From an optimization exercise on the open Yosys and OpenROAD flow, aimed at small area and a short achievable clock period; shortcuts taken in it are not production practice.
Where RTL was checked, it was by simulation tests only, not by an equivalence proof against the original.
No activity file was given, so power comes from the tool's default toggle rates.

## the previous run
==> flow/design.v (excerpt) <==
module cpu (
    input  wire        clk,
    input  wire        reset,
    output wire [7:0]  mem_addr,
    output wire [31:0] mem_wdata,
    output wire        mem_we,
    input  wire [31:0] mem_rdata
);
    localparam [5:0] S_RESET = 6'd0,  S_FETCH = 6'd1,  S_DECODE = 6'd2,
                     S_OVF   = 6'd3,  S_404   = 6'd4,  S_DIV0   = 6'd5,
                     S_ADD   = 6'd6,  S_AND   = 6'd7,  S_DIV    = 6'd8,
                     S_MULT  = 6'd9,  S_JR    = 6'd10, S_MFHI   = 6'd11,
                     S_MFLO  = 6'd12, S_SLL   = 6'd13, S_SLLV   = 6'd14,
                     S_SLT   = 6'd15, S_SRA   = 6'd16, S_SRAV   = 6'd17,
                     S_SRL   = 6'd18, S_SUB   = 6'd19, S_BREAK  = 6'd20,
                     S_RTE   = 6'd21, S_ADDM  = 6'd22, S_ADDI   = 6'd23,
                     S_ADDIU = 6'd24, S_BEQ   = 6'd25, S_BNE    = 6'd26,
                     S_BLE   = 6'd27, S_BGT   = 6'd28, S_SLLM   = 6'd29,
                     S_LB    = 6'd30, S_LH    = 6'd31, S_LUI    = 6'd32,
                     S_LW    = 6'd33, S_SB    = 6'd34, S_SH     = 6'd35,
                     S_SLTI  = 6'd36, S_SW    = 6'd37, S_J      = 6'd38,
                     S_JAL   = 6'd39;
    reg  [5:0]  st;       
    reg  [3:0]  cnt;      
    reg  [5:0]  last;     
    reg  [31:0] PC, EPC, ALUOut, A, B, IR;
    wire [5:0]  OPCODE = IR[31:26];
    wire [4:0]  RS     = IR[25:21];
    wire [4:0]  RT     = IR[20:16];
    wire [4:0]  RD     = IR[15:11];
    wire [15:0] IMM    = IR[15:0];
    wire [5:0]  FUNCT  = IR[5:0];
    wire        OVERFLOW, LESS, GT, ZERO;
    wire        MultStop, DivStop, DivZero;
    wire c0 = (cnt == 4'd0);
  ...
For scale: roughly 5900 cells after synthesis, ~1500 flip-flops, roughly 75 I/O pins, roughly 59000 µm² of cells after synthesis.
clock: 8.0 ns
lec_check: 0
cap_margin: 20
core_margin: 2
core_utilization: 50
cts_buf_list: sky130_fd_sc_hd__clkbuf_8
cts_cluster_size: 30
setup_slack_margin: 3.0
slew_margin: 20
run.sh (not shown) runs the stock make flow with config.mk's settings and CLKGATE_MAP_FILE= SYNTH_SCRIPT=/design/flow/synth_recipe.tcl, a recipe that flattens the netlist after the stock synthesis.
What the current run does differently from the previous run at the input level:
--- a/flow/design.v
+++ b/flow/design.v
@@ -243,60 +243,40 @@
             d_step <= 1'b0;
             epc_ld <= 1'b0;
             b_mdr  <= 1'b0;
         end else begin
             m_step <= (st == S_MULT) && !MultStop;
             d_step <= (st == S_DIV) && !DivZero && !DivStop;
             epc_ld <= exc && (cnt == 4'd3);
             b_mdr  <= (exc && (cnt == 4'd3)) || (st_ldst && c4);
         end
     end
-    reg         ms_add, ms_sub;
+    wire        m_add  = m_q[0] ^ m_q1;             
+    wire        m_sub  = m_q[0] & ~m_q1;
     wire [31:0] d_sh   = {d_rem[30:0], d_dq[31]};
     wire        a_a    = !a_pc && !a_zero && !m_step && !d_step;
     wire [31:0] alu_a  = ({32{a_pc}} & PC) | ({32{a_a}} & A) |
                          ({32{m_step}} & m_acc) | ({32{d_step}} & d_sh);
     wire        b_b    = !b_4 && !b_sx2 && !b_sx && !m_step;
     wire [31:0] alu_b  = ({32{b_4}} & 32'd4) | ({32{b_sx2}} & {sext[29:0], 2'b00}) |
-                         ({32{b_sx}} & sext) | ({32{b_b}} & B) | ({32{ms_add}} & A);
-    wire        a_sub  = op_sub || ms_sub || d_step;
+                         ({32{b_sx}} & sext) | ({32{b_b}} & B) | ({32{m_step && m_add}} & A);
+    wire        a_sub  = op_sub || (m_step && m_sub) || d_step;
     wire [31:0] alu_bx  = a_sub ? ~alu_b : alu_b;
-    wire [31:0] ag = alu_a & alu_bx;
-    wire [31:0] ap = alu_a ^ alu_bx;
-    wire [31:0] pg [0:5];
-    wire [31:0] pp [0:5];
-    assign pg[0] = {ag[31:1], ag[0] | (ap[0] & a_sub)};
-    assign pp[0] = ap;
-    genvar lv, bi;
-    generate
-        for (lv = 0; lv < 5; lv = lv + 1) begin : sk
-            for (bi = 0; bi < 32; bi = bi + 1) begin : bt
-                if ((bi >> lv) & 1) begin : comb
-                    localparam integer J = ((bi >> lv) << lv) - 1;
-                    assign pg[lv + 1][bi] = pg[lv][bi] | (pp[lv][bi] & pg[lv][J]);
-                    assign pp[lv + 1][bi] = pp[lv][bi] & pp[lv][J];
-                end else begin : pass
-                    assign pg[lv + 1][bi] = pg[lv][bi];
-                    assign pp[lv + 1][bi] = pp[lv][bi];
-                end
-            end
-        end
-    endgenerate
-    wire [32:0] ac = {pg[5], a_sub};
-    wire [32:0] alu_sum = {ac[32], ap ^ ac[31:0]};
-    assign OVERFLOW = ac[32] ^ ac[31];
+    wire [32:0] alu_sum = {1'b0, alu_a} + {1'b0, alu_bx} + {32'd0, a_sub};
+    wire        alu_c30 = alu_a[31] ^ alu_bx[31] ^ alu_sum[31];
+    assign OVERFLOW = alu_sum[32] ^ alu_c30;
     assign LESS     = (alu_sum[31] & ~OVERFLOW) | (OVERFLOW & alu_a[31]);
     assign ZERO     = (A == B);
-    assign GT       = (A[31] != B[31]) ? B[31] : (A[30:0] > B[30:0]);
-    wire        op_sum = !op_a && !op_and && !op_lt;
-    wire [31:0] ALU_Result = ({32{op_sum}} & alu_sum[31:0]) | ({32{op_a}} & alu_a) |
-                             ({32{op_and}} & alu_a & alu_b) | {31'd0, op_lt & LESS};
+    assign GT       = ~LESS & ~ZERO;
+    wire [31:0] ALU_Result = op_a   ? alu_a :
+                             op_and ? (alu_a & alu_b) :
+                             op_lt  ? {31'd0, LESS} : alu_sum[31:0];
     wire [31:0] sh_in  = sh_var ? A : B;
     wire [4:0]  sh_n   = sh_var ? B[4:0] : IMM[10:6];
     wire [31:0] sh_x, sh_res;
     genvar g;
     generate
         for (g = 0; g < 32; g = g + 1) begin : shrev
             assign sh_x[g]   = sh_left ? sh_in[31 - g] : sh_in[g];
             assign sh_res[g] = sh_left ? sh_r[31 - g] : sh_r[g];
         end
     endgenerate
@@ -354,27 +334,21 @@
     wire       MultInit = m_step;
     wire       DivInit  = d_step;
     reg        m_q1, m_run, m_fim, m_stop;
     reg        d_run, d_fim, d_stop, d_zero;
     reg  [5:0] md_cnt;
     assign MultStop = m_stop;
     assign DivStop  = d_stop;
     assign DivZero  = d_zero;
     wire [31:0] m_new = alu_sum[31:0];
     wire        d_ge  = alu_sum[32];
-    wire m_do_step = MultInit && m_run && !md_cnt[5];
-    wire m_do_load = MultInit && !m_run && !m_fim;
-    wire m_q0_n    = m_do_step ? m_q[1] : m_do_load ? B[0] : m_q[0];
-    wire m_q1_n    = m_do_step ? m_q[0] : m_do_load ? 1'b0 : m_q1;
     always @(posedge clk) begin
-        ms_add <= !reset && (st == S_MULT) && !MultStop && (m_q0_n ^ m_q1_n);
-        ms_sub <= !reset && (st == S_MULT) && !MultStop && (m_q0_n & ~m_q1_n);
         if (reset) begin
             m_run  <= 1'b0;
             m_fim  <= 1'b0;
             m_stop <= 1'b0;
         end else if (MultInit) begin
             if (m_run) begin
                 if (!md_cnt[5]) begin
                     m_acc  <= {m_new[31], m_new[31:1]};
                     m_q    <= {m_new[0], m_q[31:1]};
                     m_q1   <= m_q[0];
[summary]
The current run against the previous run; number of non-clock inverters is down by more than 10%.
The current run vs the previous run on area share of xor/xnor cells in the synthesized design: the current run is the higher one.
Maximum frequency delta for the current run relative to the previous run: about 1.4% higher
Compared with the previous run, the current run shows a synthesized area that is 1700 µm² lower.
Detailed-placement wirelength estimate, the previous run and the current run, lower one = the current run.
When the current run is set beside the previous run, its area of all placed cells without fillers turns out to be 2.4% smaller.
Total power deteriorates in the current run relative to the previous run.
Going from the previous run to the current run, the fraction of power consumed by combinational cells was found to have gone up by 1.4 points.
When the final numbers for the previous run and the current run were put side by side, the setup slack turned out to be smaller in the previous run.
The average cell area after synthesis in the current run sits 4.1% above the value recorded for the previous run.
No functional check of the RTL was part of any run of this note.

Another version of the RTL of cpu (not shown whole).
For scale: about 5900 cells after synthesis, ~1500 flip-flops, roughly 75 I/O pins.
Settings: LEC_CHECK=0, CAP_MARGIN=20, CORE_MARGIN=2, CORE_UTILIZATION=55, CTS_BUF_LIST=sky130_fd_sc_hd__clkbuf_16, CTS_CLUSTER_DIAMETER=80, CTS_CLUSTER_SIZE=16, SETUP_SLACK_MARGIN=4.2, SLEW_MARGIN=20; clock period 8.0 ns.
standard.sh (not shown) runs the stock make flow with config.mk's settings and CLKGATE_MAP_FILE= SYNTH_SCRIPT=/design/flow/synth_recipe.tcl, a recipe that flattens the netlist after the stock synthesis.
==> flow/flow/run.sh <==
#!/bin/bash
# Own flow: the standard layout (standard synthesis, floorplan, power grid,
# placement, CTS, routing), with two changes to how cells are chosen:
#  - timing repair may resize cells to other footprints (MATCH_CELL_FOOTPRINT=0),
#  - ports are buffered with sky130_fd_sc_hd__buf_4 instead of a delay cell.
# make's full output goes to standard_make.log; ORFS keeps each step's log
# under orfs/logs/.
set -euo pipefail
bash standard.sh MATCH_CELL_FOOTPRINT=0 \
    'BUFFER_PORTS_ARGS=-buffer_cell sky130_fd_sc_hd__buf_4' \
    finish > standard_make.log 2>&1
==> next run, changes <==
--- a/flow/design.v
+++ b/flow/design.v
@@ -212,17 +212,17 @@
     wire [31:0] HI = hl_src[0] ? m_acc : (hl_src[1] ? d_rem : 32'd0);
     wire [31:0] LO = hl_src[0] ? m_q   : (hl_src[1] ? d_dq  : 32'd0);
     wire [31:0] wd = ({32{ws_aluo}} & ALUOut) | ({32{ws_b}} & B) |
                      ({32{ws_lb}} & {24'd0, B[7:0]}) | ({32{ws_lh}} & {16'd0, B[15:0]}) |
                      ({32{ws_hi}} & HI) | ({32{ws_lo}} & LO) |
                      ({32{ws_lui}} & {IMM, 16'd0}) | ({32{ws_227}} & 32'd227);
     integer p;
     always @(posedge clk) begin
-        phase <= reset ? 5'd0 : phase + 5'd1;    
+        phase <= phase + 5'd1;
         for (q = 0; q < 32; q = q + 1)
             rsel[q] <= (rp_next == q);
         for (p = 0; p < 32; p = p + 1) begin
             if (p % 4 == 0 && wcommit[p / 4])
                 ring[p] <= {!reset, wd};
             else
                 ring[p] <= {ring[(p + 31) % 32][32] && !reset, ring[(p + 31) % 32][31:0]};
         end
@@ -460,17 +460,16 @@
             d_zero <= 1'b0;
         end else if (d_stop) begin
             d_stop <= 1'b0;
         end else if (reset) begin
             d_rem  <= 32'd0;
             d_fim  <= 1'b0;
             d_run  <= 1'b0;
             d_stop <= 1'b0;
-            d_zero <= 1'b0;    
         end else if (DivInit) begin
             if (d_run) begin
                 if (!md_cnt[5]) begin
                     d_rem  <= d_ge ? alu_sum[31:0] : d_sh;
                     d_dq   <= {d_dq[30:0], d_ge};
                     md_cnt <= md_cnt + 6'd1;
                 end else begin
                     d_run  <= 1'b0;
Result:
- total power is lower by about 6%
- synthesized cell count drops by about 0.8%
- design area goes down by 0.40%
- non-clock buffer count went down by 15
- hold slack is about the same
- clock skew fell by 0.014 ns

-- afterwards: timing with drivers on the ports --
The flow's constraints put no driver on any port. The routed layouts listed below were extracted and timed again, unchanged, in two steps. Step 1 (the two cells are an assumption about what drives the block):
set clk [get_ports {clk}]
set_driving_cell -lib_cell sky130_fd_sc_hd__clkbuf_16 $clk
set_driving_cell -lib_cell sky130_fd_sc_hd__buf_2 [delete_from_list [all_inputs] $clk]
Step 2 also shifts input and output timing later by t, the mid clock arrival at the registers, as if the neighbouring blocks saw the same clock. Three values: ideal ports, drivers, drivers and shift; two values: the first two.
run | t, ns | setup WS [ns] | hold WS [ns] | latest minus earliest clock arrival (ns) | worst register clock-pin slew, ns
the previous run | 1.027 | 2.937 / 2.937 / 2.937 | 0.320 / 0.320 / 0.320 | 0.063 / 0.063 | 0.08 / 0.08
the current run | 1.002 | 3.005 / 3.005 / 3.005 | 0.307 / 0.307 / 0.307 | 0.080 / 0.080 | 0.08 / 0.08
the first run of note 2 | 0.812 | 4.086 / 3.842 / 3.662 | 0.326 / 0.326 / 0.326 | 0.054 / 0.055 | 0.09 / 0.09
the second run of note 2 | 0.799 | 4.082 / 3.810 / 3.605 | 0.329 / 0.329 / 0.329 | 0.039 / 0.040 | 0.09 / 0.09
After both steps every run listed still meets setup and hold. The setup slack of the second run of note 2, which loses most, moves by -0.272 ns with the drivers and by -0.477 ns with both steps.
